From an optimization exercise on the open Yosys and OpenROAD flow, aimed at small area, a short achievable clock period and few clock cycles; shortcuts taken in it are not production practice. At most, simulation tests tie the RTL to the original design; equivalence was not proved. Only the layout flow was run in run 1; the RTL was not checked for function there. No activity file was given, so power comes from the tool's default toggle rates.

File: flow/flow/run.sh
#!/bin/bash
# Own layout flow: the standard flow with these changes.
#  - Synthesis: the standard flow's synthesis script, except that Yosys's extract_fa runs
#    only inside module fa3 (the RTL's full adder), which is kept as its own
#    module until the final flatten, so every fa3 becomes one
#    sky130_fd_sc_hd__fa_1 and all other logic is left to abc (no half adders
#    and no inverters forced around extracted adders). Everything else,
#    including the final flatten and renaming, is synth_recipe.tcl as given.
#  - If flow/abc.script exists, abc runs it instead of ORFS's abc script.
#  - Port buffers: plain sky130_fd_sc_hd__buf_1 instead of the buffer that
#    buffer_ports picks by itself (a 0.5 ns clkdlybuf4s50_1).
# Each tool's output goes to standard.log (make) and ORFS's own logs.
set -euo pipefail
W=$PWD
S="$FLOW_HOME/scripts/synth.tcl"
grep -q 'extract_fa {\*}\[dont_use_extract_fa_args\]' "$S"
grep -q '^  log_cmd abc {\*}$abc_args$' "$S"
ABC_SED=()
if [[ -f "$W/flow/abc.script" ]]; then
  ABC_SED=(-e "s#^  log_cmd abc {\*}\$abc_args\$#  lset abc_args 1 $W/flow/abc.script\n  log_cmd abc {*}\$abc_args#")
fi
sed -e 's/extract_fa {\*}\[dont_use_extract_fa_args\]/extract_fa -fa fa3/' "${ABC_SED[@]}" \
  "$S" > "$W/own_synth_body.tcl"
sed "s#source \$::env(SCRIPTS_DIR)/synth.tcl#source $W/own_synth_body.tcl#" \
  "$W/synth_recipe.tcl" > "$W/own_synth.tcl"
grep -q "own_synth_body.tcl" "$W/own_synth.tcl"
bash standard.sh "SYNTH_SCRIPT=$W/own_synth.tcl" "SYNTH_KEEP_MODULES=fa3" \
  "BUFFER_PORTS_ARGS=-buffer_cell sky130_fd_sc_hd__buf_1" finish > standard.log 2>&1
File: flow/flow/abc.script
strash
dch
map -a
topo
stime -c
buffer -c
upsize -c
dnsize -c
File: flow/standard.sh
#!/bin/bash
# synth_recipe.tcl (not shown) runs the flow's synth.tcl, then flattens the netlist and writes it again
# the make line also repeats each setting of config.mk as NAME=value (left out here)
make -C /OpenROAD-flow-scripts/flow DESIGN_CONFIG=/design/flow/config.mk WORK_HOME=/design/flow/orfs CLKGATE_MAP_FILE= SYNTH_SCRIPT=/design/flow/synth_recipe.tcl "${@:-finish}"
File: flow/config.mk
export PLATFORM = sky130hd
export DESIGN_NAME = modular_reduction
export DESIGN_NICKNAME = modular_reduction
export VERILOG_FILES = /design/flow/design.v
export SDC_FILE = /design/flow/constraint.sdc
export NUM_CORES = 4
export LEC_CHECK = 0
export ABC_AREA = 1
export CAP_MARGIN = 20
export CORE_MARGIN = 2
export CORE_UTILIZATION = 40
export SETUP_SLACK_MARGIN = 0.6
export SLEW_MARGIN = 20
File: flow/constraint.sdc
create_clock -name core_clock -period 5.0 [get_ports {clk}]
set_input_delay 1.0000 -clock core_clock [delete_from_list [all_inputs] [get_ports {clk}]]
set_output_delay 1.0000 -clock core_clock [all_outputs]
set_load 0.01 [all_outputs]
File: flow/design.v
module modular_reduction #(
    parameter DATA_WIDTH = 48,
    parameter Q_WIDTH    = 23
) (
    input  wire clk,
    input  wire rst_n,
    input  wire start,
    output reg  done,
    input  wire [DATA_WIDTH-1:0] data_in,
    output wire [Q_WIDTH-1:0]    data_out
);
  wire [47:0] x = data_in;
  wire [47:0] nx = ~data_in;
  wire hs0, hc0, hs1, hc1, hs2, hc2, fs0, fc0, hs3, hc3, fs1, fc1, fs2, fc2, hs4, hc4, fs3, fc3, fs4, fc4, hs5, hc5, fs5, fc5, fs6, fc6, fs7, fc7, fs8, fc8, fs9, fc9, fs10, fc10, fs11, fc11, hs6, hc6, fs12, fc12, hs7, hc7, fs13, fc13, hs8, hc8, fs14, fc14, hs9, hc9, fs15, fc15, hs10, hc10, hs11, hc11, fs16, fc16, fs17, fc17, fs18, fc18, fs19, fc19, fs20, fc20, fs21, fc21, fs22, fc22, fs23, fc23, fs24, fc24, fs25, fc25, fs26, fc26, fs27, fc27, fs28, fc28, fs29, fc29, fs30, fc30, fs31, fc31, fs32, fc32, fs33, fc33, fs34, fc34, fs35, fc35, fs36, fc36, fs37, fc37, hs12, hc12, hs13, hc13, fs38, fc38, fs39, fc39, fs40, fc40, fs41, fc41, fs42, fc42, fs43, fc43, fs44, fc44, fs45, fc45, fs46, fc46, fs47, fc47, fs48, fc48, fs49, fc49, fs50, fc50, fs51, fc51, fs52, fc52, fs53, fc53, fs54, fc54, fs55, fc55, fs56, fc56, fs57, fc57, fs58, fc58, fs59, fc59, fs60, fc60;
  assign hs0 = x[15] ^ x[25];
  assign hc0 = x[15] & x[25];
  assign hs1 = x[16] ^ x[26];
  assign hc1 = x[16] & x[26];
  assign hs2 = x[0] ^ x[23];
  assign hc2 = x[0] & x[23];
  fa3 u_fs0 (.a(x[23]), .b(x[24]), .c(x[34]), .s(fs0), .co(fc0));
  assign hs3 = x[1] ^ x[47];
  assign hc3 = x[1] & x[47];
  fa3 u_fs1 (.a(x[25]), .b(x[2]), .c(~x[35]), .s(fs1), .co(fc1));
  fa3 u_fs2 (.a(x[25]), .b(x[26]), .c(x[36]), .s(fs2), .co(fc2));
  assign hs4 = ~x[27] ^ ~x[37];
  assign hc4 = ~x[27] & ~x[37];
  fa3 u_fs3 (.a(x[13]), .b(x[23]), .c(x[33]), .s(fs3), .co(fc3));
  fa3 u_fs4 (.a(x[14]), .b(x[24]), .c(x[34]), .s(fs4), .co(fc4));
  assign hs5 = x[37] ^ x[44];
  assign hc5 = x[37] & x[44];
  fa3 u_fs5 (.a(x[35]), .b(x[38]), .c(x[45]), .s(fs5), .co(fc5));
  fa3 u_fs6 (.a(x[37]), .b(x[47]), .c(~hs0), .s(fs6), .co(fc6));
  fa3 u_fs7 (.a(x[36]), .b(x[46]), .c(hc0), .s(fs7), .co(fc7));
  fa3 u_fs8 (.a(x[38]), .b(x[39]), .c(~hs1), .s(fs8), .co(fc8));
  fa3 u_fs9 (.a(x[17]), .b(x[27]), .c(x[37]), .s(fs9), .co(fc9));
  fa3 u_fs10 (.a(x[40]), .b(x[47]), .c(hc1), .s(fs10), .co(fc10));
  fa3 u_fs11 (.a(x[18]), .b(x[28]), .c(x[38]), .s(fs11), .co(fc11));
  assign hs6 = ~x[40] ^ x[41];
  assign hc6 = ~x[40] & x[41];
  fa3 u_fs12 (.a(x[19]), .b(x[29]), .c(x[39]), .s(fs12), .co(fc12));
  assign hs7 = ~x[41] ^ x[42];
  assign hc7 = ~x[41] & x[42];
  fa3 u_fs13 (.a(x[20]), .b(x[30]), .c(x[40]), .s(fs13), .co(fc13));
  assign hs8 = ~x[42] ^ x[43];
  assign hc8 = ~x[42] & x[43];
  fa3 u_fs14 (.a(x[21]), .b(x[31]), .c(x[41]), .s(fs14), .co(fc14));
  assign hs9 = ~x[43] ^ x[44];
  assign hc9 = ~x[43] & x[44];
  fa3 u_fs15 (.a(x[22]), .b(x[32]), .c(x[42]), .s(fs15), .co(fc15));
  assign hs10 = ~x[44] ^ x[45];
  assign hc10 = ~x[44] & x[45];
  assign hs11 = x[46] ^ hs2;
  assign hc11 = x[46] & hs2;
  fa3 u_fs16 (.a(~x[44]), .b(hc2), .c(hs3), .s(fs16), .co(fc16));
  fa3 u_fs17 (.a(x[45]), .b(~hc3), .c(fc0), .s(fs17), .co(fc17));
  fa3 u_fs18 (.a(x[3]), .b(~x[46]), .c(fc1), .s(fs18), .co(fc18));
  fa3 u_fs19 (.a(~x[47]), .b(x[4]), .c(hs4), .s(fs19), .co(fc19));
  fa3 u_fs20 (.a(x[28]), .b(x[5]), .c(hc4), .s(fs20), .co(fc20));
  fa3 u_fs21 (.a(x[28]), .b(~x[29]), .c(x[39]), .s(fs21), .co(fc21));
  fa3 u_fs22 (.a(x[29]), .b(~x[30]), .c(x[40]), .s(fs22), .co(fc22));
  fa3 u_fs23 (.a(x[30]), .b(~x[31]), .c(x[41]), .s(fs23), .co(fc23));
  fa3 u_fs24 (.a(x[31]), .b(~x[32]), .c(x[42]), .s(fs24), .co(fc24));
  fa3 u_fs25 (.a(x[10]), .b(~x[32]), .c(x[33]), .s(fs25), .co(fc25));
  fa3 u_fs26 (.a(x[11]), .b(~x[33]), .c(x[34]), .s(fs26), .co(fc26));
  fa3 u_fs27 (.a(x[12]), .b(~x[34]), .c(x[35]), .s(fs27), .co(fc27));
  fa3 u_fs28 (.a(x[35]), .b(x[36]), .c(~x[43]), .s(fs28), .co(fc28));
  fa3 u_fs29 (.a(hs5), .b(fc3), .c(fs4), .s(fs29), .co(fc29));
  fa3 u_fs30 (.a(hc5), .b(fc4), .c(fs5), .s(fs30), .co(fc30));
  fa3 u_fs31 (.a(fc5), .b(~fc6), .c(fs7), .s(fs31), .co(fc31));
  fa3 u_fs32 (.a(fs9), .b(fc7), .c(fs10), .s(fs32), .co(fc32));
  fa3 u_fs33 (.a(hs6), .b(fc9), .c(fs11), .s(fs33), .co(fc33));
  fa3 u_fs34 (.a(hc6), .b(hs7), .c(fc11), .s(fs34), .co(fc34));
  fa3 u_fs35 (.a(hc7), .b(hs8), .c(fc12), .s(fs35), .co(fc35));
  fa3 u_fs36 (.a(hc8), .b(hs9), .c(fc13), .s(fs36), .co(fc36));
  fa3 u_fs37 (.a(hc9), .b(hs10), .c(fc14), .s(fs37), .co(fc37));
  assign hs12 = hc10 ^ fc15;
  assign hc12 = hc10 & fc15;
  assign hs13 = ~x[33] ^ ~x[43];
  assign hc13 = ~x[33] & ~x[43];
  fa3 u_fs38 (.a(~fs0), .b(hc11), .c(fs16), .s(fs38), .co(fc38));
  fa3 u_fs39 (.a(fs1), .b(fc16), .c(~fs17), .s(fs39), .co(fc39));
  fa3 u_fs40 (.a(fs2), .b(fc17), .c(~fs18), .s(fs40), .co(fc40));
  fa3 u_fs41 (.a(~fc2), .b(fs19), .c(fc18), .s(fs41), .co(fc41));
  fa3 u_fs42 (.a(~x[38]), .b(fc19), .c(fs20), .s(fs42), .co(fc42));
  fa3 u_fs43 (.a(x[6]), .b(~fs21), .c(fc20), .s(fs43), .co(fc43));
  fa3 u_fs44 (.a(~x[7]), .b(fc21), .c(fs22), .s(fs44), .co(fc44));
  fa3 u_fs45 (.a(~x[8]), .b(fc22), .c(fs23), .s(fs45), .co(fc45));
  fa3 u_fs46 (.a(~x[9]), .b(fc23), .c(fs24), .s(fs46), .co(fc46));
  fa3 u_fs47 (.a(x[43]), .b(fc24), .c(~fs25), .s(fs47), .co(fc47));
  fa3 u_fs48 (.a(~x[44]), .b(fc25), .c(fs26), .s(fs48), .co(fc48));
  fa3 u_fs49 (.a(~x[45]), .b(fc26), .c(fs27), .s(fs49), .co(fc49));
  fa3 u_fs50 (.a(fc27), .b(~fs28), .c(fs3), .s(fs50), .co(fc50));
  fa3 u_fs51 (.a(x[46]), .b(fc28), .c(~fs29), .s(fs51), .co(fc51));
  fa3 u_fs52 (.a(~fs6), .b(fc29), .c(fs30), .s(fs52), .co(fc52));
  fa3 u_fs53 (.a(~fs8), .b(fc30), .c(fs31), .s(fs53), .co(fc53));
  fa3 u_fs54 (.a(~fc8), .b(fc31), .c(fs32), .s(fs54), .co(fc54));
  fa3 u_fs55 (.a(fc10), .b(fs33), .c(fc32), .s(fs55), .co(fc55));
  fa3 u_fs56 (.a(fs12), .b(fc33), .c(fs34), .s(fs56), .co(fc56));
  fa3 u_fs57 (.a(fs13), .b(fc34), .c(fs35), .s(fs57), .co(fc57));
  fa3 u_fs58 (.a(fs14), .b(fc35), .c(fs36), .s(fs58), .co(fc58));
  fa3 u_fs59 (.a(fs15), .b(fc36), .c(fs37), .s(fs59), .co(fc59));
  fa3 u_fs60 (.a(~x[45]), .b(hs12), .c(fc37), .s(fs60), .co(fc60));
  wire [25:0] ra = {1'b0, fc60, fc59, fc58, fc57, fc56, fc55, fc54, fc53, fc52, ~fc51, fc50, fc49, fc48, ~fc47, ~fc46, ~fc45, ~fc44, fc43, fc42, fc41, ~fc40, fc39, fc38, hc13, hs13};
  wire [25:0] rb = {1'b0, hc12, fs60, fs59, fs58, fs57, fs56, fs55, fs54, fs53, fs52, ~fs51, fs50, fs49, fs48, ~fs47, ~fs46, ~fs45, ~fs44, fs43, fs42, fs41, ~fs40, fs39, fs38, hs11};
  wire [25:0] y_next;
  wire [25:0] g0 = ra & rb;
  wire [25:0] p0 = ra ^ rb;
  wire G0_1 = g0[1] | (p0[1] & g0[0]);
  wire G0_3 = g0[3] | (p0[3] & g0[2]);
  wire P0_3 = p0[3] & p0[2];
  wire G0_5 = g0[5] | (p0[5] & g0[4]);
  wire P0_5 = p0[5] & p0[4];
  wire G0_7 = g0[7] | (p0[7] & g0[6]);
  wire P0_7 = p0[7] & p0[6];
  wire G0_9 = g0[9] | (p0[9] & g0[8]);
  wire P0_9 = p0[9] & p0[8];
  wire G0_11 = g0[11] | (p0[11] & g0[10]);
  wire P0_11 = p0[11] & p0[10];
  wire G0_13 = g0[13] | (p0[13] & g0[12]);
  wire P0_13 = p0[13] & p0[12];
  wire G0_15 = g0[15] | (p0[15] & g0[14]);
  wire P0_15 = p0[15] & p0[14];
  wire G0_17 = g0[17] | (p0[17] & g0[16]);
  wire P0_17 = p0[17] & p0[16];
  wire G0_19 = g0[19] | (p0[19] & g0[18]);
  wire P0_19 = p0[19] & p0[18];
  wire G0_21 = g0[21] | (p0[21] & g0[20]);
  wire P0_21 = p0[21] & p0[20];
  wire G0_23 = g0[23] | (p0[23] & g0[22]);
  wire P0_23 = p0[23] & p0[22];
  wire G0_25 = g0[25] | (p0[25] & g0[24]);
  wire P0_25 = p0[25] & p0[24];
  wire G1_2 = g0[2] | (p0[2] & G0_1);
  wire G1_3 = G0_3 | (P0_3 & G0_1);
  wire G1_6 = g0[6] | (p0[6] & G0_5);
  wire P1_6 = p0[6] & P0_5;
  wire G1_7 = G0_7 | (P0_7 & G0_5);
  wire P1_7 = P0_7 & P0_5;
  wire G1_10 = g0[10] | (p0[10] & G0_9);
  wire P1_10 = p0[10] & P0_9;
  wire G1_11 = G0_11 | (P0_11 & G0_9);
  wire P1_11 = P0_11 & P0_9;
  wire G1_14 = g0[14] | (p0[14] & G0_13);
  wire P1_14 = p0[14] & P0_13;
  wire G1_15 = G0_15 | (P0_15 & G0_13);
  wire P1_15 = P0_15 & P0_13;
  wire G1_18 = g0[18] | (p0[18] & G0_17);
  wire P1_18 = p0[18] & P0_17;
  wire G1_19 = G0_19 | (P0_19 & G0_17);
  wire P1_19 = P0_19 & P0_17;
  wire G1_22 = g0[22] | (p0[22] & G0_21);
  wire P1_22 = p0[22] & P0_21;
  wire G1_23 = G0_23 | (P0_23 & G0_21);
  wire P1_23 = P0_23 & P0_21;
  wire G2_4 = g0[4] | (p0[4] & G1_3);
  wire G2_5 = G0_5 | (P0_5 & G1_3);
  wire G2_6 = G1_6 | (P1_6 & G1_3);
  wire G2_7 = G1_7 | (P1_7 & G1_3);
  wire G2_12 = g0[12] | (p0[12] & G1_11);
  wire P2_12 = p0[12] & P1_11;
  wire G2_13 = G0_13 | (P0_13 & G1_11);
  wire P2_13 = P0_13 & P1_11;
  wire G2_14 = G1_14 | (P1_14 & G1_11);
  wire P2_14 = P1_14 & P1_11;
  wire G2_15 = G1_15 | (P1_15 & G1_11);
  wire P2_15 = P1_15 & P1_11;
  wire G2_20 = g0[20] | (p0[20] & G1_19);
  wire P2_20 = p0[20] & P1_19;
  wire G2_21 = G0_21 | (P0_21 & G1_19);
  wire P2_21 = P0_21 & P1_19;
  wire G2_22 = G1_22 | (P1_22 & G1_19);
  wire P2_22 = P1_22 & P1_19;
  wire G2_23 = G1_23 | (P1_23 & G1_19);
  wire P2_23 = P1_23 & P1_19;
  wire G3_8 = g0[8] | (p0[8] & G2_7);
  wire G3_9 = G0_9 | (P0_9 & G2_7);
  wire G3_10 = G1_10 | (P1_10 & G2_7);
  wire G3_11 = G1_11 | (P1_11 & G2_7);
  wire G3_12 = G2_12 | (P2_12 & G2_7);
  wire G3_13 = G2_13 | (P2_13 & G2_7);
  wire G3_14 = G2_14 | (P2_14 & G2_7);
  wire G3_15 = G2_15 | (P2_15 & G2_7);
  wire G3_24 = g0[24] | (p0[24] & G2_23);
  wire P3_24 = p0[24] & P2_23;
  wire G3_25 = G0_25 | (P0_25 & G2_23);
  wire P3_25 = P0_25 & P2_23;
  wire G4_16 = g0[16] | (p0[16] & G3_15);
  wire G4_17 = G0_17 | (P0_17 & G3_15);
  wire G4_18 = G1_18 | (P1_18 & G3_15);
  wire G4_19 = G1_19 | (P1_19 & G3_15);
  wire G4_20 = G2_20 | (P2_20 & G3_15);
  wire G4_21 = G2_21 | (P2_21 & G3_15);
  wire G4_22 = G2_22 | (P2_22 & G3_15);
  wire G4_23 = G2_23 | (P2_23 & G3_15);
  wire G4_24 = G3_24 | (P3_24 & G3_15);
  wire G4_25 = G3_25 | (P3_25 & G3_15);
  wire [25:0] cy = {G4_24, G4_23, G4_22, G4_21, G4_20, G4_19, G4_18, G4_17, G4_16, G3_15, G3_14, G3_13, G3_12, G3_11, G3_10, G3_9, G3_8, G2_7, G2_6, G2_5, G2_4, G1_3, G1_2, G0_1, g0[0], 1'b0};
  assign y_next = p0 ^ cy;
  reg [25:0] y;
  always @(posedge clk) begin
    y <= y_next;
  end
  always @(posedge clk or negedge rst_n) begin
    if (!rst_n) done <= 1'b0;
    else        done <= start;
  end
  wire [2:0]  yh = y[25:23];
  wire [9:0]  H  = y[22:13];
  wire [12:0] L  = y[12:0];
  wire        allH = &H[9:3];
  wire        Lnz  = |L[12:3];
  wire upc, up, b3, c16, b3_0, b3_1, b13_0, b13_1, c16_0, c16_1;
  wire [2:0] l3, h3, l3_0, l3_1, h3_0, h3_1;
  wire [3:0] dl0 = {1'b0, L[2:0]} - {1'b0, yh};           
  wire [3:0] dl1 = {1'b0, L[2:0]} - {1'b0, yh} - 4'd1;    
  wire [3:0] sh  = {1'b0, H[2:0]} + {1'b0, yh};           
  assign up = allH & (sh[3] | ((sh[2:0] == 3'd7) & (Lnz | (~dl0[3] & (|dl0[2:0])))));
  assign b3_0 = dl0[3];
  assign b3_1 = dl1[3];
  assign l3_0 = dl0[2:0];
  assign l3_1 = dl1[2:0];
  assign b13_0 = b3_0 & ~Lnz;
  assign b13_1 = b3_1 & ~Lnz;
  wire [3:0] sh0 = sh - {3'd0, b13_0};
  wire [3:0] sh1 = sh + 4'd1 - {3'd0, b13_1};
  assign c16_0 = sh0[3];
  assign c16_1 = sh1[3];
  assign h3_0 = sh0[2:0];
  assign h3_1 = sh1[2:0];
  assign b3 = up ? b3_1 : b3_0;
  assign l3 = up ? l3_1 : l3_0;
  assign c16 = up ? c16_1 : c16_0;
  assign h3 = up ? h3_1 : h3_0;
  wire [9:0]  fl;
  wire [9:0]  zl;                        
  genvar gi;
  assign zl[0] = 1'b1;
  generate
    for (gi = 1; gi < 10; gi = gi + 1) begin : g_zl
      assign zl[gi] = zl[gi-1] & ~L[gi+2];
    end
  endgenerate
  generate
    for (gi = 0; gi < 10; gi = gi + 1) begin : g_dec
      if (gi == 0) begin : g0
        assign fl[gi] = b3;
      end else begin : gn
        assign fl[gi] = b3 & zl[gi];
      end
    end
  endgenerate
  wire [9:0]  mid = L[12:3] ^ fl;
  wire [6:0]  fh;
  wire [6:0]  ah;                        
  assign ah[0] = 1'b1;
  generate
    for (gi = 1; gi < 7; gi = gi + 1) begin : g_ah
      assign ah[gi] = ah[gi-1] & H[gi+2];
    end
  endgenerate
  generate
    for (gi = 0; gi < 7; gi = gi + 1) begin : g_inc
      if (gi == 0) begin : g0
        assign fh[gi] = c16;
      end else begin : gn
        assign fh[gi] = c16 & ah[gi];
      end
    end
  endgenerate
  wire [6:0]  hi = H[9:3] ^ fh;
  assign data_out = {hi, h3, mid, l3};
endmodule
module fa3 (
    input  wire a,
    input  wire b,
    input  wire c,
    output wire s,
    output wire co
);
  assign s  = a ^ b ^ c;
  assign co = (a & b) | (a & c) | (b & c);
endmodule
==> impl_metrics.py, run 1 <==
metrics = {
    "setup_path": {
        "cp_num_buf_inv": 5,
        "slowest_stage": "fa_1",
        "path_depth": 17,
        "start_kind": "input port",
        "path_cells": "clkbuf_2 -> inv_1 -> fa_1 -> fa_1 -> inv_1 -> fa_1 -> xnor2_1 -> inv_1 -> nor2_1 -> a21oi_2 -> o41ai_4 -> a21oi_4 -> nor4b_4 -> nor2_4 -> inv_1 -> a21oi_1 -> xnor2_1",
        "cpMostUsedCell": "inv_1",
        "cp.required_ns": 5.16,
        "worstSetupEndpointType": "flop",
        "path_delay_family": "adder cells",
        "critPathMaxStageDelay_ns": 0.50,
        "path_class": "in2reg",
        "path_max_fanout": 8,
        "worst_ep_arrival_time_ns": 4.40,
    },
    "sta": {
        "finalSetupViolations": 0,
        "relSlewSlack": 0.7224,
        "worst_pin_slew_ns": 0.4151,
        "period_needed_ns": 4.242,
        "rsz0062_at_grt": "yes",
        "finalHoldViolations": 0,
        "finalCritPeriodShare": 0.8483,
        "slew_violations": 0,
        "finalSetupTns_ns": 0,
        "fmax_mhz": 235.8,
    },
    "pwr": {
        "p_leak_uw": 0.002029,
        "peakVddDrop_uv": 153.2,
        "p_per_area_nw_per_um2": 509.6,
    },
    "placement": {
        "dp_hpwl_um": 7330,
        "finalWeightedCongestion": 0.8604,
        "dpl-instance-area_um2": 4141,
        "port_buffers": 74,
    },
    "floorplan": {
        "core-area_um2": 9153,
        "start_util": 0.4070,
        "ios": 75,
        "die_area_um2": 10100,
        "die_y_um": 100.5,
        "rows": 35,
        "die_w_um": 100.5,
    },
    "yosys": {
        "synth_area_per_cell_um2": 7.892,
        "synth_flop_cell": "dfxtp_1",
        "synth_edf_count": 0,
        "syn_nets": 584,
        "synth_area_um2": 3725,
        "synthCells": 472,
        "yosys_warnings": 1,
        "async_flop_share": 0.03704,
        "ys_ff_latch": 27,
        "ys_seq_area_frac": 0.1465,
        "synthDistinctLibCells": 39,
    },
    "final_layout": {
        "fin_area_um2": 4338,
        "final_cell_mix": "nor2_1, inv_1, buf_1",
        "fill_cells": 906,
        "drive_gt1_frac": 0.09821,
        "num_antenna_cells": 0,
        "area_growth_pct": 16.46,
        "layout_commonest_cell": "nor2_1",
        "nNetsFinal": 673,
    },
    "global_routing": {
        "antenna_found_initial": 0,
        "grt_pass1_wl_um": 13940,
        "gr-total-overflow": 0,
        "grt_pass1_vias": 3069,
        "grt_max_degree": 15,
        "grt_usage": 0.1724,
    },
    "drt": {
        "via_per_inst": 4.578,
        "drc": 0,
        "wl_per_cell_um": 12.25,
        "antenna_left": 0,
        "drtPass1Iterations": 4,
        "via_count": 3072,
        "routed_wl_um": 8221,
        "drt_iter0_drc": 81,
    },
    "job": {
        "cap_violations": 0,
    },
    "worst_hold_path": {
        "hold_path.class": "in2async",
    },
    "cts": {
        "cts_tree": "built",
        "cts.sinks": 27,
        "path_clk_slew_ns": 0.09,
        "clockBufferDepth": 2,
        "cts_root_buffer": "clkbuf_8",
        "htreeDepth": 1,
        "cts_made_buffers": 3,
    },
    "outcome": {
        "outcome": "finished clean",
    },
}
==> per-stage QoR <==
step	hold WS (ns)	cells	util	worst slack [ns]	power [µW]
6_report	0.4664	671	0.4740	0.7584	2211
2_1_floorplan	0.7044	472	-	0.7959	1593
4_1_cts	0.4615	662	0.4582	0.6010	2102
3_3_place_gp	0.7665	657	0.4525	0.4332	1929
5_1_grt	0.4635	671	0.4740	0.5371	2486
3_5_place_dp	0.7650	657	0.4525	0.3306	1962
==> metal layers <==
layer | track usage | part of all wire
met4 | 0.02529 | 0.0072
met1 | 0.2323 | 0.46
met5 | 0 | 0
met3 | 0.01318 | 0.031
met2 | 0.3108 | 0.50
==> repair_timing <==
item,in CTS,in global routing
resized for setup,0,30
hold buffers,0,0
pin swaps,1,9
buffers inserted,1,9
setup endpoints to repair,1,27
==> cells by family (layout without fill, tap and decap cells) <==
family	count (synthesis)	after routing	share of synthesized area
AND/OR/NAND/NOR	192	192	0.2271
buffers and inverters	93	181	0.09372
adder cells (fa/ha/maj)	63	63	0.3336
AO/OA/AOI/OAI	51	51	0.09104
XOR/XNOR	46	46	0.1082
flip-flops	27	27	0.1465
==> where the power goes <==
group	internal (µW)	switching, µW
clock	57.2	67.8
sequential	339	73.9
combinational	667	1000
==> Yosys stat by module, one instance, submodules excluded <==
module,cells,flip-flops and latches,cell area (µm²),times used
modular_reduction,411,27,2504,1
fa3,1,0,20.02,61
==> cell type report <==
class,instances,area [µm²],area share
multi-input combinational,352,2893,0.6669
clock buffer,4,45.04,0.01038
sequential,27,546.8,0.1260
tap,111,138.9,0.03202
inverter,93,349.1,0.08047
timing repair buffer,84,365.4,0.08422
==> worst paths after layout <==
check                        end  slack [ns]         from
setup / recovery           y[22]        0.76  data_in[35]
hold / removal              done        0.47        rst_n
max in group asynchronous   done        4.44        rst_n
min in group core_clock     done        0.83        start
==> cell usage after synthesis (2+ instances only) <==
master   instances  area (µm²)
a21oi_1         20       100.1
a21oi_2          2       17.52
a21oi_4          2       32.53
a31oi_1          2       12.51
and2_1          14       87.58
dfxtp_1         26       520.5
fa_1            61        1221
inv_1           90       337.8
inv_2            3       11.26
nand2_1         45       168.9
nand3_1          4       20.02
nor2_1         110       412.9
nor2_2           3       18.77
nor2_4           2       22.52
nor3_1           3       15.01
o21ai_0         17       85.08
or4_1            2       15.01
xnor2_1         15       131.4
xor2_1          31       271.5
==> registers in the layout (all words and copies together), names as in the netlist <==
signal  cells
y          26
done        1
==> run 2: changes to the inputs <==
--- a/flow/design.v
+++ b/flow/design.v
@@ -131,71 +131,45 @@
   wire P0_23 = p0[23] & p0[22];
   wire G0_25 = g0[25] | (p0[25] & g0[24]);
   wire P0_25 = p0[25] & p0[24];
-  wire G1_2 = g0[2] | (p0[2] & G0_1);
   wire G1_3 = G0_3 | (P0_3 & G0_1);
-  wire G1_6 = g0[6] | (p0[6] & G0_5);
-  wire P1_6 = p0[6] & P0_5;
   wire G1_7 = G0_7 | (P0_7 & G0_5);
   wire P1_7 = P0_7 & P0_5;
-  wire G1_10 = g0[10] | (p0[10] & G0_9);
-  wire P1_10 = p0[10] & P0_9;
   wire G1_11 = G0_11 | (P0_11 & G0_9);
   wire P1_11 = P0_11 & P0_9;
-  wire G1_14 = g0[14] | (p0[14] & G0_13);
-  wire P1_14 = p0[14] & P0_13;
   wire G1_15 = G0_15 | (P0_15 & G0_13);
   wire P1_15 = P0_15 & P0_13;
-  wire G1_18 = g0[18] | (p0[18] & G0_17);
-  wire P1_18 = p0[18] & P0_17;
   wire G1_19 = G0_19 | (P0_19 & G0_17);
   wire P1_19 = P0_19 & P0_17;
-  wire G1_22 = g0[22] | (p0[22] & G0_21);
-  wire P1_22 = p0[22] & P0_21;
   wire G1_23 = G0_23 | (P0_23 & G0_21);
   wire P1_23 = P0_23 & P0_21;
-  wire G2_4 = g0[4] | (p0[4] & G1_3);
-  wire G2_5 = G0_5 | (P0_5 & G1_3);
-  wire G2_6 = G1_6 | (P1_6 & G1_3);
   wire G2_7 = G1_7 | (P1_7 & G1_3);
-  wire G2_12 = g0[12] | (p0[12] & G1_11);
-  wire P2_12 = p0[12] & P1_11;
-  wire G2_13 = G0_13 | (P0_13 & G1_11);
-  wire P2_13 = P0_13 & P1_11;
-  wire G2_14 = G1_14 | (P1_14 & G1_11);
-  wire P2_14 = P1_14 & P1_11;
   wire G2_15 = G1_15 | (P1_15 & G1_11);
   wire P2_15 = P1_15 & P1_11;
-  wire G2_20 = g0[20] | (p0[20] & G1_19);
-  wire P2_20 = p0[20] & P1_19;
-  wire G2_21 = G0_21 | (P0_21 & G1_19);
-  wire P2_21 = P0_21 & P1_19;
-  wire G2_22 = G1_22 | (P1_22 & G1_19);
-  wire P2_22 = P1_22 & P1_19;
   wire G2_23 = G1_23 | (P1_23 & G1_19);
   wire P2_23 = P1_23 & P1_19;
-  wire G3_8 = g0[8] | (p0[8] & G2_7);
-  wire G3_9 = G0_9 | (P0_9 & G2_7);
-  wire G3_10 = G1_10 | (P1_10 & G2_7);
-  wire G3_11 = G1_11 | (P1_11 & G2_7);
-  wire G3_12 = G2_12 | (P2_12 & G2_7);
-  wire G3_13 = G2_13 | (P2_13 & G2_7);
-  wire G3_14 = G2_14 | (P2_14 & G2_7);
   wire G3_15 = G2_15 | (P2_15 & G2_7);
-  wire G3_24 = g0[24] | (p0[24] & G2_23);
-  wire P3_24 = p0[24] & P2_23;
-  wire G3_25 = G0_25 | (P0_25 & G2_23);
-  wire P3_25 = P0_25 & P2_23;
-  wire G4_16 = g0[16] | (p0[16] & G3_15);
-  wire G4_17 = G0_17 | (P0_17 & G3_15);
-  wire G4_18 = G1_18 | (P1_18 & G3_15);
-  wire G4_19 = G1_19 | (P1_19 & G3_15);
-  wire G4_20 = G2_20 | (P2_20 & G3_15);
-  wire G4_21 = G2_21 | (P2_21 & G3_15);
-  wire G4_22 = G2_22 | (P2_22 & G3_15);
-  wire G4_23 = G2_23 | (P2_23 & G3_15);
-  wire G4_24 = G3_24 | (P3_24 & G3_15);
-  wire G4_25 = G3_25 | (P3_25 & G3_15);
-  wire [25:0] cy = {G4_24, G4_23, G4_22, G4_21, G4_20, G4_19, G4_18, G4_17, G4_16, G3_15, G3_14, G3_13, G3_12, G3_11, G3_10, G3_9, G3_8, G2_7, G2_6, G2_5, G2_4, G1_3, G1_2, G0_1, g0[0], 1'b0};
+  wire G6_23 = G2_23 | (P2_23 & G3_15);
+  wire G7_11 = G1_11 | (P1_11 & G2_7);
+  wire G7_19 = G1_19 | (P1_19 & G3_15);
+  wire G8_5 = G0_5 | (P0_5 & G1_3);
+  wire G8_9 = G0_9 | (P0_9 & G2_7);
+  wire G8_13 = G0_13 | (P0_13 & G7_11);
+  wire G8_17 = G0_17 | (P0_17 & G3_15);
+  wire G8_21 = G0_21 | (P0_21 & G7_19);
+  wire G8_25 = G0_25 | (P0_25 & G6_23);
+  wire G9_2 = g0[2] | (p0[2] & G0_1);
+  wire G9_4 = g0[4] | (p0[4] & G1_3);
+  wire G9_6 = g0[6] | (p0[6] & G8_5);
+  wire G9_8 = g0[8] | (p0[8] & G2_7);
+  wire G9_10 = g0[10] | (p0[10] & G8_9);
+  wire G9_12 = g0[12] | (p0[12] & G7_11);
+  wire G9_14 = g0[14] | (p0[14] & G8_13);
+  wire G9_16 = g0[16] | (p0[16] & G3_15);
+  wire G9_18 = g0[18] | (p0[18] & G8_17);
+  wire G9_20 = g0[20] | (p0[20] & G7_19);
+  wire G9_22 = g0[22] | (p0[22] & G8_21);
+  wire G9_24 = g0[24] | (p0[24] & G6_23);
+  wire [25:0] cy = {G9_24, G6_23, G9_22, G8_21, G9_20, G7_19, G9_18, G8_17, G9_16, G3_15, G9_14, G8_13, G9_12, G7_11, G9_10, G8_9, G9_8, G2_7, G9_6, G8_5, G9_4, G1_3, G9_2, G0_1, g0[0], 1'b0};
   assign y_next = p0 ^ cy;
   reg [25:0] y;
   always @(posedge clk) begin
--- a/flow/config.mk
+++ b/flow/config.mk
@@ -9,5 +9,5 @@
 export CAP_MARGIN = 20
 export CORE_MARGIN = 2
 export CORE_UTILIZATION = 40
-export SETUP_SLACK_MARGIN = 0.6
+export SETUP_SLACK_MARGIN = 0.9
 export SLEW_MARGIN = 20
==> impl_metrics.py, run 2 <==
metrics = {
    "yosys": {
        "synth_area_per_cell_um2": 7.888,
        "synth_top_area_frac": 0.3366,
        "synth.most_common_cell": "nor2_1",
        "ys_seq_area_frac": 0.1503,
        "yosys-top-cells-count": "nor2_1, inv_1, fa_1",
        "synthCells": 460,
        "synth_area_leaders": "fa_1, dfxtp_1, nor2_1",
        "ys_ff_latch": 27,
        "async_flop_share": 0.03704,
        "synth_top_area_cell": "fa_1",
        "synth_edf_count": 0,
        "syn_nets": 572,
        "yosys_warnings": 1,
        "synth_flop_cell": "dfxtp_1",
        "synth_area_um2": 3628,
        "synthDistinctLibCells": 38,
    },
    "drt": {
        "routed_wl_um": 8270,
        "via_per_inst": 4.632,
        "drtPass1Iterations": 4,
        "antenna_left": 0,
        "wl_per_cell_um": 12.47,
        "drt_iter0_drc": 115,
        "via_count": 3071,
        "drc": 0,
    },
    "setup_path": {
        "worst_ep_arrival_time_ns": 4.30,
        "path_max_fanout": 3,
        "start_kind": "input port",
        "path_class": "in2reg",
        "cp.required_ns": 5.20,
        "worstSetupEndpointType": "flop",
    },
    "global_routing": {
        "grtUsageMet3": 0.01265,
        "antenna_found_initial": 0,
        "busiest_layer": "met2",
        "met1_usage": 0.2241,
        "grt_pass1_wl_um": 13670,
        "gr-total-overflow": 0,
        "grt_pass1_vias": 3081,
        "grt_usage": 0.1717,
        "met2_usage": 0.3155,
        "grt_max_degree": 15,
    },
    "outcome": {
        "outcome": "finished clean",
    },
    "pwr": {
        "p_sw_frac": 0.5101,
        "pwr-share-seq": 0.186,
        "peakVddDrop_uv": 143.9,
        "total_power_uw": 2243,
        "p_clk_frac": 0.054,
        "p_per_area_nw_per_um2": 500.9,
        "p_leak_uw": 0.002040,
        "p_switching_uw": 1144,
        "internal_power_uw": 1099,
        "combPwrFrac": 0.760,
    },
    "placement": {
        "port_buffers": 74,
        "dp_hpwl_um": 7179,
        "place_ws_ns": 0.3301,
        "dp.cells": 644,
        "finalWeightedCongestion": 0.8461,
    },
    "final_layout": {
        "layout_commonest_cell": "nor2_1",
        "nNetsFinal": 668,
        "num_antenna_cells": 0,
        "largest_register_ffs": 26,
        "fin_cells": 663,
        "drive_gt1_frac": 0.1856,
        "final_cell_mix": "nor2_1, inv_1, fa_1",
        "fill_cells": 843,
        "top_regs": "y (26), done (1)",
        "top_register": "y",
        "area_growth_pct": 23.41,
    },
    "floorplan": {
        "rows": 34,
        "die_y_um": 99.24,
        "start_util": 0.4140,
        "die_area_um2": 9849,
        "core-area_um2": 8763,
        "die_w_um": 99.24,
        "ios": 75,
    },
    "sta": {
        "period_needed_ns": 4.100,
        "finalHoldViolations": 0,
        "finalCritPeriodShare": 0.8200,
        "rsz0062_at_grt": "yes",
        "fin_hold_ws_ns": 0.4708,
        "slew_violations": 0,
        "fmax_mhz": 243.9,
        "fin_ws_ns": 0.9002,
        "relSlewSlack": 0.7029,
        "worst_pin_slew_ns": 0.4456,
        "finalSetupViolations": 0,
        "finalSetupTns_ns": 0,
    },
    "cts": {
        "cts_made_buffers": 3,
        "path_clk_slew_ns": 0.09,
        "cts_root_buffer": "clkbuf_8",
        "cts_hold_buf": 0,
        "cts.sinks": 27,
        "clockBufferDepth": 2,
        "cts_tree": "built",
        "htreeDepth": 1,
    },
    "job": {
        "cap_violations": 0,
    },
    "worst_hold_path": {
        "hold_path.class": "in2async",
    },
}
==> run 2: power groups by stage <==
stage	clock network (µW)	registers (µW)	logic (µW)
final	122	417	1700
after global routing	135	437	1920
after CTS	127	410	1530
after global placement	0	408	1460
after floorplan	0	394	1140
after detailed placement	0	410	1480
==> run 2: critical path, stage by stage <==
cell,delay [ns]
buf_8,0.10
fa_1,0.56
fa_1,0.45
fa_1,0.53
inv_2,0.04
nand2_2,0.06
inv_2,0.04
nor2_4,0.11
inv_2,0.06
nor4_4,0.21
nand4_1,0.17
o2111ai_4,0.25
nand3_2,0.13
nand2_4,0.10
nand3_4,0.07
o211ai_4,0.10
nand3_1,0.09
nand2_1,0.11
xor2_1,0.13
==> run 2: routing by layer <==
layer  part of all wire  vias up
li1                   -     1580
met1               0.44     1424
met2               0.51       62
met3              0.042        5
met4             0.0074        0
met5                  0        -
==> run 2: area by class of cell <==
| class | count | area, µm² | share of cell area |
|---|---|---|---|
| inverter | 87 | 331.6 | 0.07404 |
| multi-input combinational | 346 | 2967 | 0.6625 |
| tap | 108 | 135.1 | 0.03018 |
| clock buffer | 4 | 45.04 | 0.01006 |
| sequential | 27 | 550.5 | 0.1229 |
| timing repair buffer | 91 | 449.2 | 0.1003 |
==> run 2: modules after synthesis (local to each module, per instance) <==
module             flops+latches  cell area, µm²  cells  copies in the design
fa3                            0           20.02      1                    61
modular_reduction             27            2407    399                     1
==> run 2: how the worst max path moves through the flow <==
stage / from / to / cells past startpoint
3_5_place_dp: data_in[29] / y[24] / 19
2_1_floorplan: data_in[23] / y[24] / 17
3_3_place_gp: data_in[35] / y[24] / 19
5_1_grt: y[6] / data_out[10] / 21
4_1_cts: y[3] / data_out[10] / 21
6_report: data_in[45] / y[24] / 19
==> run 2: what timing repair did <==
item                                    4_1_cts  5_1_grt
endpoints found under the setup margin       16       27
pin swaps                                     6       19
gates cloned                                  0        0
setup buffers                                 4       11
resized for setup                            18       75
==> run 2: cells by family (layout without fill, tap and decap cells) <==
group / after synthesis / count (layout) / synth area share
XOR/XNOR: 47 / 47 / 0.1134
AND/OR/NAND/NOR: 193 / 193 / 0.2283
adder cells (fa/ha/maj): 62 / 62 / 0.3397
buffers and inverters: 87 / 182 / 0.09069
flip-flops: 27 / 27 / 0.1503
AO/OA/AOI/OAI: 44 / 44 / 0.07758
==> run 2: stage by stage <==
stage | util | cell area (µm²)
final | 0.5110 | 4478
after global routing | 0.5110 | 4478
after CTS | 0.4810 | 4215
after detailed placement | 0.4660 | 4084
after global placement | 0.4660 | 4084
after floorplan | - | 3656
Testbench counts of run 2, summed over its fixed seeds: cycles 16,000.
==> run 3: changes to the inputs <==
--- a/flow/config.mk
+++ b/flow/config.mk
@@ -9,5 +9,5 @@
 export CAP_MARGIN = 20
 export CORE_MARGIN = 2
 export CORE_UTILIZATION = 40
-export SETUP_SLACK_MARGIN = 0.9
+export SETUP_SLACK_MARGIN = 0.6
 export SLEW_MARGIN = 20
==> impl_metrics.py, run 3 <==
metrics = {
    "yosys": {
        "synth_area_um2": 3628,
        "synth_compound_area_frac": 0.07759,
        "synth-xor-area-share": 0.1134,
        "synth_top_area_frac": 0.3366,
        "synth.most_common_cell": "nor2_1",
        "synth_flop_cell": "dfxtp_1",
        "synth_edf_count": 0,
        "async_flop_share": 0.03704,
        "syn_nets": 572,
        "yosys-top-cells-count": "nor2_1, inv_1, fa_1",
        "synth_fa_ha_area_frac": 0.3397,
        "synth_area_leaders": "fa_1, dfxtp_1, nor2_1",
        "synth_mux_area_frac": 0,
        "synthDistinctLibCells": 38,
        "ys_seq_area_frac": 0.1503,
        "yosys_warnings": 1,
        "synthSimpleGateAreaFrac": 0.2283,
        "synth_area_per_cell_um2": 7.888,
        "ys_ff_latch": 27,
        "synth_top_family_by_area": "adder cells",
        "synth_top_area_cell": "fa_1",
        "synthCells": 460,
    },
    "floorplan": {
        "rows": 34,
        "die_w_um": 99.24,
        "start_util": 0.4140,
        "die_area_um2": 9849,
        "die_y_um": 99.24,
        "core-area_um2": 8763,
        "ios": 75,
    },
    "global_routing": {
        "grt_pass1_wl_um": 13520,
        "grt_pass1_vias": 3013,
        "grt_usage": 0.1726,
        "gr-total-overflow": 0,
        "antenna_found_initial": 0,
        "grt_max_degree": 15,
    },
    "sta": {
        "finalSetupTns_ns": 0,
        "finalHoldViolations": 0,
        "rsz0062_at_grt": "yes",
        "worst_pin_slew_ns": 0.4578,
        "finalSetupViolations": 0,
        "relSlewSlack": 0.6948,
        "finalCritPeriodShare": 0.8522,
        "slew_violations": 0,
        "fin_hold_ws_ns": 0.4694,
        "fmax_mhz": 234.7,
        "period_needed_ns": 4.261,
    },
    "cts": {
        "cts_made_buffers": 3,
        "cts_root_buffer": "clkbuf_8",
        "path_clk_slew_ns": 0.09,
        "cts.sinks": 27,
        "clockBufferDepth": 2,
        "cts_tree": "built",
        "htreeDepth": 1,
    },
    "placement": {
        "dp_hpwl_um": 7250,
        "dpl-instance-area_um2": 4056,
        "finalWeightedCongestion": 0.8900,
        "port_buffers": 74,
    },
    "pwr": {
        "p_per_area_nw_per_um2": 490.7,
        "p_leak_uw": 0.001929,
        "peakVddDrop_uv": 144.9,
        "total_power_uw": 2072,
    },
    "final_layout": {
        "nNetsFinal": 657,
        "fin_area_um2": 4223,
        "final_util": 0.4819,
        "drive_gt1_frac": 0.08640,
        "area_growth_pct": 16.38,
        "fill_cells": 893,
        "largest_register_ffs": 26,
        "num_antenna_cells": 0,
        "layout_commonest_cell": "nor2_1",
        "final_cell_mix": "nor2_1, inv_1, buf_1",
        "top_register": "y",
        "top_regs": "y (26), done (1)",
    },
    "drt": {
        "antenna_left": 0,
        "routed_wl_um": 8104,
        "via_count": 3049,
        "drtPass1Iterations": 5,
        "drc": 0,
        "wl_per_cell_um": 12.43,
        "drt_iter0_drc": 80,
        "via_per_inst": 4.676,
    },
    "setup_path": {
        "worst_ep_arrival_time_ns": 4.43,
        "path_class": "in2reg",
        "path_max_fanout": 5,
        "cp.required_ns": 5.16,
        "start_kind": "input port",
        "worstSetupEndpointType": "flop",
    },
    "outcome": {
        "outcome": "finished clean",
    },
    "worst_hold_path": {
        "hold_path.class": "in2async",
    },
    "job": {
        "cap_violations": 0,
    },
}
## run 3: cell type report
cell class | count | area [µm²] | share of cell area
timing repair buffer | 80 | 330.3 | 0.07822
clock buffer | 4 | 45.04 | 0.01067
tap | 108 | 135.1 | 0.03200
inverter | 87 | 329.1 | 0.07793
multi-input combinational | 346 | 2838 | 0.6720
sequential | 27 | 545.5 | 0.1292
## run 3: report_power, final
| group | leakage [µW] | total [µW] | internal, µW | switching, µW |
|---|---|---|---|---|
| clock network | 0.0000228 | 122 | 57.1 | 64.5 |
| registers | 0.000231 | 406 | 338 | 68.0 |
| logic | 0.00168 | 1540 | 616 | 928 |
| total | 0.00193 | 2070 | 1010 | 1060 |
## run 3: how the worst max path moves through the flow
stage	from	slack, ns	to
2_1_floorplan	data_in[23]	0.85	y[24]
3_3_place_gp	data_in[38]	0.35	y[24]
4_1_cts	data_in[35]	0.64	y[24]
3_5_place_dp	data_in[38]	0.24	y[24]
5_1_grt	y[24]	0.50	data_out[10]
6_report	data_in[29]	0.74	y[19]
## run 3: what timing repair did
action                                  in CTS  in global routing
gates cloned                                 0                  0
pin swaps                                    0                  5
endpoints found under the hold margin        0                  0
resized for setup                            1                 24
setup buffers                                0                  4
endpoints found under the setup margin       3                 10
hold buffers                                 0                  0
## run 3: stage by stage
stage / setup slack, ns / std cells
global route: 0.4980 / 652
global placement: 0.3534 / 644
detailed placement: 0.2427 / 644
CTS: 0.6416 / 648
floorplan: 0.8475 / 460
finish: 0.7388 / 652
## run 3: per-layer routing
| layer | track usage | routed length [µm] | up-vias |
|---|---|---|---|
| li1 | - | - | 1557 |
| met1 | 0.2285 | 3623 | 1415 |
| met2 | 0.3020 | 4030 | 64 |
| met3 | 0.01265 | 292 | 13 |
| met4 | 0.05479 | 157 | 0 |
| met5 | 0 | 0 | - |
## run 3: logic make-up (layout without fill, tap and decap cells)
family / count (synthesis) / count (layout)
flops: 27 / 27
buf+inv: 87 / 171
compound gates: 44 / 44
simple gates: 193 / 193
fa+ha+maj: 62 / 62
xor+xnor: 47 / 47
## run 3: Yosys stat by module, one instance, submodules excluded
module             copies in the design  flops+latches
modular_reduction                     1             27
fa3                                  61              0
## run 3: worst max-delay path: stages
cell	delay, ns
buf_1	0.26
inv_1	0.11
fa_1	0.51
inv_1	0.05
fa_1	0.51
and2_1	0.19
nor2_1	0.05
inv_1	0.11
nor3_2	0.08
a221o_1	0.35
a31oi_4	0.26
o2111ai_4	0.19
buf_4	0.18
buf_4	0.13
a21oi_1	0.20
o21bai_1	0.10
xor2_1	0.14

[separate check: timing with driven ports]
The flow's constraints put no driver on any port. The routed layouts listed below were extracted and timed again, unchanged, in two steps.
Step 1: set_driving_cell puts a clkbuf_16 on clk and a buf_2 on each other input, an assumption about the parent block.
Step 2 also shifts input and output timing later by t, the mid clock arrival at the registers, as if the neighbouring blocks saw the same clock.
a / b / c = ideal ports / drivers / drivers and shift; a / b = the first two.
run | shift t [ns] | setup WS [ns] | hold WS [ns] | latest minus earliest clock arrival (ns)
run 1 | 0.300 | 0.758 / 0.763 / 0.463 | 0.466 / 0.464 / 0.764 | 0.003 / 0.002
run 2 | 0.296 | 0.900 / 0.890 / 0.593 | 0.471 / 0.466 / 0.763 | 0.006 / 0.005
run 3 | 0.297 | 0.739 / 0.747 / 0.450 | 0.469 / 0.464 / 0.762 | 0.005 / 0.005
After both steps setup and hold are still met in every run listed. For run 2, which loses most, drivers alone change the setup slack by -0.010 ns; drivers and shift together by -0.307 ns.
